From an optimization exercise on the open Yosys and OpenROAD flow, aimed at small area and a short achievable clock period; shortcuts taken in it are not production practice. At most, simulation tests tie the RTL to the original design; equivalence was not proved. Power figures rest on the tool's default switching activity, not on a simulated workload.

== run A ==
// Axi4SharedSdramCtrl
module Axi4SharedSdramCtrl (
  input               io_axi_arw_valid,
  output              io_axi_arw_ready,
  input      [22:0]   io_axi_arw_payload_addr,
  input      [3:0]    io_axi_arw_payload_id,
  input      [7:0]    io_axi_arw_payload_len,
  input      [2:0]    io_axi_arw_payload_size,
  input      [1:0]    io_axi_arw_payload_burst,
  input               io_axi_arw_payload_write,
  input               io_axi_w_valid,
  output              io_axi_w_ready,
  input      [31:0]   io_axi_w_payload_data,
  input      [3:0]    io_axi_w_payload_strb,
  input               io_axi_w_payload_last,
  output              io_axi_b_valid,
  input               io_axi_b_ready,
  output     [3:0]    io_axi_b_payload_id,
  output     [1:0]    io_axi_b_payload_resp,
  output              io_axi_r_valid,
  input               io_axi_r_ready,
  output     [31:0]   io_axi_r_payload_data,
  output     [3:0]    io_axi_r_payload_id,
  output     [1:0]    io_axi_r_payload_resp,
  output              io_axi_r_payload_last,
  output     [10:0]   io_sdram_ADDR,
  output     [1:0]    io_sdram_BA,
  input      [31:0]   io_sdram_DQ_read,
  output     [31:0]   io_sdram_DQ_write,
  output     [31:0]   io_sdram_DQ_writeEnable,
  output     [3:0]    io_sdram_DQM,
  output              io_sdram_CASn,
  output              io_sdram_CKE,
  output              io_sdram_CSn,
  output              io_sdram_RASn,
  output              io_sdram_WEn,
  input               io_axiClk,
  input               resetCtrl_axiReset
);
Size: roughly 1,300 cells after synthesis, ~17,000 µm² of cells after synthesis.
==> flow/config.mk <==
export PLATFORM = sky130hd
export DESIGN_NAME = Axi4SharedSdramCtrl
export DESIGN_NICKNAME = Axi4SharedSdramCtrl
export VERILOG_FILES = /design/flow/design.v
export SDC_FILE = /design/flow/constraint.sdc
export NUM_CORES = 4
export LEC_CHECK = 0
export CAP_MARGIN = 20
export CORE_MARGIN = 2
export CORE_UTILIZATION = 55
export CTS_BUF_LIST = sky130_fd_sc_hd__clkbuf_16
export CTS_CLUSTER_DIAMETER = 100
export CTS_CLUSTER_SIZE = 30
export SETUP_SLACK_MARGIN = 5
export SLEW_MARGIN = 20
==> flow/constraint.sdc <==
create_clock -name core_clock -period 10.0 [get_ports {io_axiClk}]
set_input_delay 2.0000 -clock core_clock [delete_from_list [all_inputs] [get_ports {io_axiClk}]]
set_output_delay 2.0000 -clock core_clock [all_outputs]
set_load 0.01 [all_outputs]
standard.sh (not shown) runs the stock make flow with config.mk's settings and CLKGATE_MAP_FILE= SYNTH_SCRIPT=/design/flow/synth_recipe.tcl, a recipe that flattens the netlist after the stock synthesis.
==> flow/flow/run.sh <==
#!/bin/bash
# Standard ORFS layout (the standard.sh), with the port buffers inserted
# as the smallest plain buffer instead of the default delay-buffer cell;
# repair_design / repair_timing then size them as the paths need.
set -euo pipefail
bash standard.sh "BUFFER_PORTS_ARGS=-buffer_cell sky130_fd_sc_hd__buf_1" finish > standard_make.log 2>&1
diff inputs: run A => run B
Settings: CTS_CLUSTER_DIAMETER changed from 100 to 80; CTS_BUF_LIST changed from sky130_fd_sc_hd__clkbuf_16 to sky130_fd_sc_hd__clkbuf_8; CTS_CLUSTER_SIZE changed from 30 to 15.
==> run notes <==
The final reports for run B and run A show setup slack of the most critical reg-to-reg path lower in the former. From run A to run B the numbers moved as follows: routed metal-1 wirelength now sits lower, relative contribution of combinational cells to total power held steady, minimum clock period after layout moved down. Compared with run A, via count of the first global-routing pass in run B increased slightly. Across both runs, clock share of power was lower for run B than for run A. Re critical path depth: no difference whatsoever between run A and run B. Going from run A to run B, switching share of power grows by 0.58 points.
The inputs of run C differ from those of run B as listed below.
Settings: CTS_CLUSTER_SIZE changed from 15 to 30; CTS_CLUSTER_DIAMETER changed from 80 to 100; ABC_AREA newly set to 1; CTS_BUF_LIST changed from sky130_fd_sc_hd__clkbuf_8 to sky130_fd_sc_hd__clkbuf_16.
==> flow/flow/run.sh <==
#!/bin/bash
# Standard ORFS layout (the standard.sh) with two changes:
#  - port buffers are inserted as the smallest plain buffer instead of the
#    default delay-buffer cell; repair_design / repair_timing then size them;
#  - clock tree synthesis without dummy load cells.
set -euo pipefail
bash standard.sh \
  "BUFFER_PORTS_ARGS=-buffer_cell sky130_fd_sc_hd__buf_1" \
  "CTS_ARGS=-sink_clustering_enable -repair_clock_nets -sink_clustering_size 30 -sink_clustering_max_diameter 100 -buf_list sky130_fd_sc_hd__clkbuf_16 -dont_use_dummy_load" \
  finish > standard_make.log 2>&1
## What came out
Delta (run C minus run B): count of non-CTS inverters in the layout now larger; part of the total power dissipated in combinational logic now larger; final instance area now larger; worst setup slack after layout now larger.
Going from run B to run C, via count grows by 12%.
Where area of the core is concerned, run B is better than run C.
Critical path depth up 1 in run C wrt run B
Looking at uppermost metal layer occupied by signal nets, the met5 result is from run B; the met4 one comes from run C.

* * *

Setup of job 1022:
Another version of the RTL of Axi4SharedSdramCtrl (not shown whole).
Size in the first run: about 1400 cells after synthesis, ~360 flip-flops, roughly 17000 µm² of cells after synthesis.
==> flow/config.mk <==
export PLATFORM = sky130hd
export DESIGN_NAME = Axi4SharedSdramCtrl
export DESIGN_NICKNAME = Axi4SharedSdramCtrl
export VERILOG_FILES = /design/flow/design.v
export SDC_FILE = /design/flow/constraint.sdc
export NUM_CORES = 4
export LEC_CHECK = 0
export CAP_MARGIN = 20
export CORE_MARGIN = 2
export CORE_UTILIZATION = 55
export CTS_BUF_LIST = sky130_fd_sc_hd__clkbuf_16
export CTS_CLUSTER_DIAMETER = 100
export CTS_CLUSTER_SIZE = 30
export SETUP_SLACK_MARGIN = 5
export SLEW_MARGIN = 20
export SYNTH_HIERARCHICAL = 1
export SYNTH_MINIMUM_KEEP_SIZE = 0
==> flow/constraint.sdc <==
create_clock -name core_clock -period 10.0 [get_ports {io_axiClk}]
set_input_delay 2.0000 -clock core_clock [delete_from_list [all_inputs] [get_ports {io_axiClk}]]
set_output_delay 2.0000 -clock core_clock [all_outputs]
set_load 0.01 [all_outputs]
==> flow/flow/run.sh <==
#!/bin/bash
# Standard ORFS layout (the standard.sh) with two changes:
#  - port buffers are inserted as the smallest plain buffer instead of the
#    default delay-buffer cell; repair_design / repair_timing then size them;
#  - clock tree synthesis without dummy load cells.
set -euo pipefail
bash standard.sh \
  "BUFFER_PORTS_ARGS=-buffer_cell sky130_fd_sc_hd__buf_1" \
  "CTS_ARGS=-sink_clustering_enable -repair_clock_nets -sink_clustering_size 30 -sink_clustering_max_diameter 100 -buf_list {sky130_fd_sc_hd__clkbuf_8 sky130_fd_sc_hd__clkbuf_16} -dont_use_dummy_load" \
  finish > standard_make.log 2>&1
> inputs changed (job 1022 -> job 4689)
==> flow/flow/run.sh <==
#!/bin/bash
# Standard ORFS layout (the standard.sh) with these changes:
#  - port buffers are inserted as the smallest plain buffer instead of the
#    default delay-buffer cell; repair_design / repair_timing then size them;
#  - clock tree synthesis without dummy load cells;
#  - the slow 4-input NOR cells are not used.
set -euo pipefail
DU=$(make -s -C "$FLOW_HOME" DESIGN_CONFIG="$PWD/config.mk" print-DONT_USE_CELLS 2>/dev/null | sed -n 's/^DONT_USE_CELLS: //p')
bash standard.sh \
  "DONT_USE_CELLS=$DU sky130_fd_sc_hd__nor4_1 sky130_fd_sc_hd__nor4_2 sky130_fd_sc_hd__nor4_4 sky130_fd_sc_hd__nor4b_1 sky130_fd_sc_hd__nor4b_2 sky130_fd_sc_hd__nor4b_4 sky130_fd_sc_hd__nor4bb_1 sky130_fd_sc_hd__nor4bb_2 sky130_fd_sc_hd__nor4bb_4" \
  "BUFFER_PORTS_ARGS=-buffer_cell sky130_fd_sc_hd__buf_1" \
  "CTS_ARGS=-sink_clustering_enable -repair_clock_nets -sink_clustering_size 30 -sink_clustering_max_diameter 100 -buf_list sky130_fd_sc_hd__clkbuf_16 -dont_use_dummy_load" \
  finish > standard_make.log 2>&1
==> comparison <==
- Max-slew violation count came out exactly the same in job 1022 and job 4689.
- In terms of area of the die, job 4689 and job 1022 differ only marginally.
- The final reports for job 4689 and job 1022 show final critical-path share of the clock period higher in the former.
- Cmp job 4689 vs job 1022: proportion of power drawn by the clock network lower in job 4689
- Taking job 1022 as the reference, in job 4689 number of standard cells in the layout, taps in and fillers out up 10, sequential share of layout area did not really move.
- Looking at job 1022 and job 4689, the final area is a wash.
- Going from job 1022 to job 4689, routing usage on met3 grows by 0.25 points.
- There was hardly any difference in layout overhead on the synthesized area between job 4689 and job 1022.
- Higher final-layout worst hold slack was reported by job 4689, not job 1022.
- No stage failed in job 4689, and the final checks on the layout all came back clean.

* * *

Another version of the RTL of Axi4SharedSdramCtrl (not shown whole).
Size: roughly 400 flip-flops, roughly 250 I/O pins, ~18,000 µm² of cells after synthesis.
clock: 10.0 ns
lec_check: 0
abc_area: 1
cap_margin: 20
core_margin: 2
core_utilization: 55
cts_buf_list: sky130_fd_sc_hd__clkbuf_16
cts_cluster_diameter: 100
cts_cluster_size: 30
setup_slack_margin: 5
slew_margin: 20
synth_hierarchical: 1
synth_minimum_keep_size: 0
==> flow/flow/run.sh <==
#!/bin/bash
# Standard ORFS layout (the standard.sh) with two changes:
#  - port buffers are inserted as the smallest plain buffer instead of the
#    default delay-buffer cell; repair_design / repair_timing then size them;
#  - clock tree synthesis without dummy load cells.
set -euo pipefail
bash standard.sh \
  "BUFFER_PORTS_ARGS=-buffer_cell sky130_fd_sc_hd__buf_1" \
  "CTS_ARGS=-sink_clustering_enable -repair_clock_nets -sink_clustering_size 30 -sink_clustering_max_diameter 100 -buf_list sky130_fd_sc_hd__clkbuf_16 -dont_use_dummy_load" \
  finish > standard_make.log 2>&1
Then changed:
- ABC_AREA: 1 -> not set
- CORE_UTILIZATION: 55 -> 45
Outcome: Worst hold slack degrades by 0.015 ns; first-iteration DRC count is higher by a quarter to a third; wire length is higher slightly; register-to-register slack degrades by 0.72 ns; critical path depth is lower by 2; core utilization is lower by 12 points; global-route usage is lower by 3.7 points; sequential power is lower by a few percent; sequential cell count stays the same.
Then changed:
- CORE_UTILIZATION: 45 -> 55
The changed run completed without violations.
Via count went down by 0.96%.
Critical path depth is higher by 1.
Maximum frequency came out higher by 0.67%.
Hold slack improved by 0.031 ns.
Wire length fell by 3.2%.
Non-clock buffer count went up by 2.
Synthesized cell count does not change.
Design area decreases by 1.3%.
Total power went down by 0.80%.
Clock power fell by about 2%.
Area after synthesis is unchanged.

* * *

== v21 ==
Another version of the RTL of Axi4SharedSdramCtrl (not shown whole).
For scale: about 18,000 um2 of cells after synthesis.
Settings: LEC_CHECK=0, CAP_MARGIN=20, CORE_MARGIN=2, CORE_UTILIZATION=40, CTS_BUF_LIST=sky130_fd_sc_hd__clkbuf_8, CTS_CLUSTER_SIZE=20, SETUP_SLACK_MARGIN=5, SLEW_MARGIN=20; clock period 10.0 ns.
==> flow/flow/run.sh <==
#!/bin/bash
# Standard ORFS layout (the standard.sh), with the port buffers inserted
# as the smallest plain buffer instead of the default delay-buffer cell;
# repair_design / repair_timing then size them as the paths need.
set -euo pipefail
bash standard.sh "BUFFER_PORTS_ARGS=-buffer_cell sky130_fd_sc_hd__buf_1" finish > standard_make.log 2>&1
### v21 -> v29
Settings: ABC_AREA newly set to 1; CTS_BUF_LIST removed (was sky130_fd_sc_hd__clkbuf_8); CTS_CLUSTER_SIZE removed (was 20).
==> flow/run.sh (new file) <==
#!/bin/bash
# synth_recipe.tcl (not shown) runs the flow's synth.tcl, then flattens the netlist and writes it again
# the make line also repeats each setting of config.mk as NAME=value (left out here)
make -C /OpenROAD-flow-scripts/flow DESIGN_CONFIG=/design/flow/config.mk WORK_HOME=/design/flow/orfs CLKGATE_MAP_FILE= SYNTH_SCRIPT=/design/flow/synth_recipe.tcl finish
removed: flow/flow/run.sh
removed: flow/standard.sh
v29 against v21; standard cell core area is up by a few percent.
Taking v21 as 1.0, v29 lands at 1.19 on number of standard cells in the layout, taps in and fillers out.
Compared with v21, in v29 final routed wirelength across all metal layers saw an increase, xor/xnor share of the synthesized area decreased by 4.2 points relative to the old numbers, synthesized instance count now larger, number of cells on the worst reg-to-reg path rose by 4.
Relative to v29, the following input files were edited for v7:
Settings: CTS_BUF_LIST newly set to sky130_fd_sc_hd__clkbuf_8; CTS_CLUSTER_SIZE newly set to 20; ABC_AREA removed (was 1).
## What came out
io_axi_arw_payload_addr[11] as the worst setup path startpoint was reported by v7, and io_axi_arw_payload_addr[13] by v29.
Taking v29 as the reference, in v7 layout buffering overhead excluding clock cells essentially unchanged; placer congestion estimate lower.
[compare] base=v29 new=v7: total design power lower, post-placement cell area lost 2.4%.
Function was not checked in any run of this note: the RTL went through the layout flow alone.

* * *

## old
Axi4SharedSdramCtrl, a different RTL version from the one above (not shown whole).
Size: roughly 1400 cells after synthesis, about 250 I/O pins.
// Axi4SharedSdramCtrl
module Axi4SharedSdramCtrl (
  input               io_axi_arw_valid,
  output reg          io_axi_arw_ready,
  input      [22:0]   io_axi_arw_payload_addr,
  input      [3:0]    io_axi_arw_payload_id,
  input      [7:0]    io_axi_arw_payload_len,
  input      [2:0]    io_axi_arw_payload_size,
  input      [1:0]    io_axi_arw_payload_burst,
  input               io_axi_arw_payload_write,
  input               io_axi_w_valid,
  output              io_axi_w_ready,
  input      [31:0]   io_axi_w_payload_data,
  input      [3:0]    io_axi_w_payload_strb,
  input               io_axi_w_payload_last,
  output              io_axi_b_valid,
  input               io_axi_b_ready,
  output     [3:0]    io_axi_b_payload_id,
  output     [1:0]    io_axi_b_payload_resp,
  output              io_axi_r_valid,
  input               io_axi_r_ready,
  output     [31:0]   io_axi_r_payload_data,
  output     [3:0]    io_axi_r_payload_id,
  output     [1:0]    io_axi_r_payload_resp,
  output              io_axi_r_payload_last,
  output     [10:0]   io_sdram_ADDR,
  output     [1:0]    io_sdram_BA,
  input      [31:0]   io_sdram_DQ_read,
  output     [31:0]   io_sdram_DQ_write,
  output     [31:0]   io_sdram_DQ_writeEnable,
  output     [3:0]    io_sdram_DQM,
  output              io_sdram_CASn,
  output              io_sdram_CKE,
  output              io_sdram_CSn,
  output              io_sdram_RASn,
  output              io_sdram_WEn,
  input               io_axiClk,
  input               resetCtrl_axiReset
);
Settings: LEC_CHECK=0, CAP_MARGIN=20, CORE_MARGIN=2, CORE_UTILIZATION=40, SETUP_SLACK_MARGIN=5, SLEW_MARGIN=20; clock period 10.0 ns.
run.sh (not shown) runs the stock make flow with config.mk's settings and CLKGATE_MAP_FILE= SYNTH_SCRIPT=/design/flow/synth_recipe.tcl, a recipe that flattens the netlist after the stock synthesis.
Stock flow here: none of the scripts above is used.
## Diff of input files: new against old
- SETUP_SLACK_MARGIN: 5 -> 3
Notes after the runs:
new vs. old: growth of design area from synthesis to finish decreased by 2.0 points relative to the old numbers; sequential power share increased by 0.6 points relative to the old numbers; leakage dissipation decreased by about 1.4% relative to the old numbers; area after synthesis closely matched the old numbers.
Compared old against new; worst hold-check slack within noise.
First-pass GRT wire length ended up 540 um higher on new than on old.
Taking old as 1.0, new lands at 1.09 on number of clock-tree buffers in the layout.
Per the comparison of new with old, total via count in the routed design -97; number of clock buffers inserted by TritonCTS -2.2%.

* * *

Another version of the RTL of Axi4SharedSdramCtrl (not shown whole).
Size in the first run: roughly 1,300 cells after synthesis, ~400 flip-flops.
export LEC_CHECK = 0
export CAP_MARGIN = 20
export CORE_MARGIN = 2
export CORE_UTILIZATION = 55
export CTS_BUF_LIST = sky130_fd_sc_hd__clkbuf_16
export CTS_CLUSTER_DIAMETER = 100
export CTS_CLUSTER_SIZE = 30
export SETUP_SLACK_MARGIN = 5
export SLEW_MARGIN = 20
create_clock -name core_clock -period 10.0 [get_ports {io_axiClk}]
standard.sh (not shown) runs the stock make flow with config.mk's settings and CLKGATE_MAP_FILE= SYNTH_SCRIPT=/design/flow/synth_recipe.tcl, a recipe that flattens the netlist after the stock synthesis.
==> flow/flow/run.sh <==
#!/bin/bash
# Standard ORFS layout (the standard.sh) with two changes:
#  - port buffers are inserted as the smallest plain buffer instead of the
#    default delay-buffer cell; repair_design / repair_timing then size them;
#  - clock tree synthesis without dummy load cells.
set -euo pipefail
bash standard.sh \
  "BUFFER_PORTS_ARGS=-buffer_cell sky130_fd_sc_hd__buf_1" \
  "CTS_ARGS=-sink_clustering_enable -repair_clock_nets -sink_clustering_size 30 -sink_clustering_max_diameter 100 -buf_list sky130_fd_sc_hd__clkbuf_16 -dont_use_dummy_load" \
  finish > standard_make.log 2>&1
The baseline completed without violations.
==> next run, changes <==
==> flow/flow/run.sh (replaced) <==
#!/bin/bash
# Standard ORFS layout (the standard.sh), with the port buffers inserted
# as the smallest plain buffer instead of the default delay-buffer cell;
# repair_design / repair_timing then size them as the paths need.
set -euo pipefail
bash standard.sh "BUFFER_PORTS_ARGS=-buffer_cell sky130_fd_sc_hd__buf_1" finish > standard_make.log 2>&1
Combinational power stays flat.
Utilization came out higher by 0.23 points.
Synthesized cell count stays the same.
Critical path depth is unchanged.
Total power came out higher by about 1.2%.
Routed wire length barely changes.
Clock skew came out lower by 32 ps.
Cell count came out higher by 0.67%.
Die area is unchanged.
Design area came out higher by about 0.37%.
Sequential share of layout area came out lower by 0.21 points.
Function was not checked in any run of this note: the RTL went through the layout flow alone.

-- afterwards: timing with drivers on the ports --
No port has a modelled driver above. Below, the same layouts with a new extraction and two added sets of constraints.
Step 1 (the two cells are an assumption about what drives the block):
set clk [get_ports {io_axiClk}]
set_driving_cell -lib_cell sky130_fd_sc_hd__clkbuf_16 $clk
set_driving_cell -lib_cell sky130_fd_sc_hd__buf_2 [delete_from_list [all_inputs] $clk]
Step 2 moves the port delays by t, midway between the first and last clock arrival at a register: inputs arrive t later, outputs are due t later. That takes back most of the time a late clock gives input paths.
a / b / c = ideal / step 1 / step 2; a / b = the first two.
run | t, ns | slack for setup (ns) | hold WS [ns] | worst setup path at the end
run A | 0.572 | 4.361 / 4.322 / 4.322 | 0.387 / 0.387 / 0.387 | input to output
run B | 0.651 | 4.372 / 4.333 / 4.333 | 0.383 / 0.383 / 0.383 | input to output
run C | 0.563 | 4.564 / 4.514 / 4.457 | 0.376 / 0.376 / 0.376 | input to register
job 1022 | 0.547 | 4.723 / 4.673 / 4.559 | 0.406 / 0.406 / 0.406 | input to register
job 4689 | 0.555 | 4.559 / 4.523 / 4.523 | 0.426 / 0.426 / 0.426 | input to output
the first run of note 3 | 0.562 | 4.811 / 4.787 / 4.574 | 0.402 / 0.402 / 0.402 | input to register
the second run of note 3 | 0.568 | 4.716 / 4.663 / 4.663 | 0.387 / 0.387 / 0.387 | input to output
the third run of note 3 | 0.555 | 4.751 / 4.703 / 4.703 | 0.417 / 0.417 / 0.417 | input to output
v21 | 0.652 | 4.411 / 4.365 / 4.365 | 0.346 / 0.346 / 0.346 | input to output
v29 | 0.617 | 4.476 / 4.423 / 4.423 | 0.370 / 0.370 / 0.370 | input to output
v7 | 0.646 | 4.351 / 4.327 / 4.327 | 0.358 / 0.358 / 0.358 | input to output
old | 0.633 | 3.348 / 3.292 / 3.292 | 0.357 / 0.357 / 0.357 | input to output
new | 0.625 | 3.058 / 3.037 / 3.037 | 0.359 / 0.359 / 0.359 | input to output
the first run of note 6 | 0.553 | 4.518 / 4.472 / 4.472 | 0.375 / 0.375 / 0.375 | input to output
the second run of note 6 | 0.570 | 4.524 / 4.477 / 4.477 | 0.381 / 0.381 / 0.381 | input to output
After both steps every run listed still meets setup and hold. The setup slack of the first run of note 3, which loses most, moves by -0.024 ns with the drivers and by -0.237 ns with both steps.
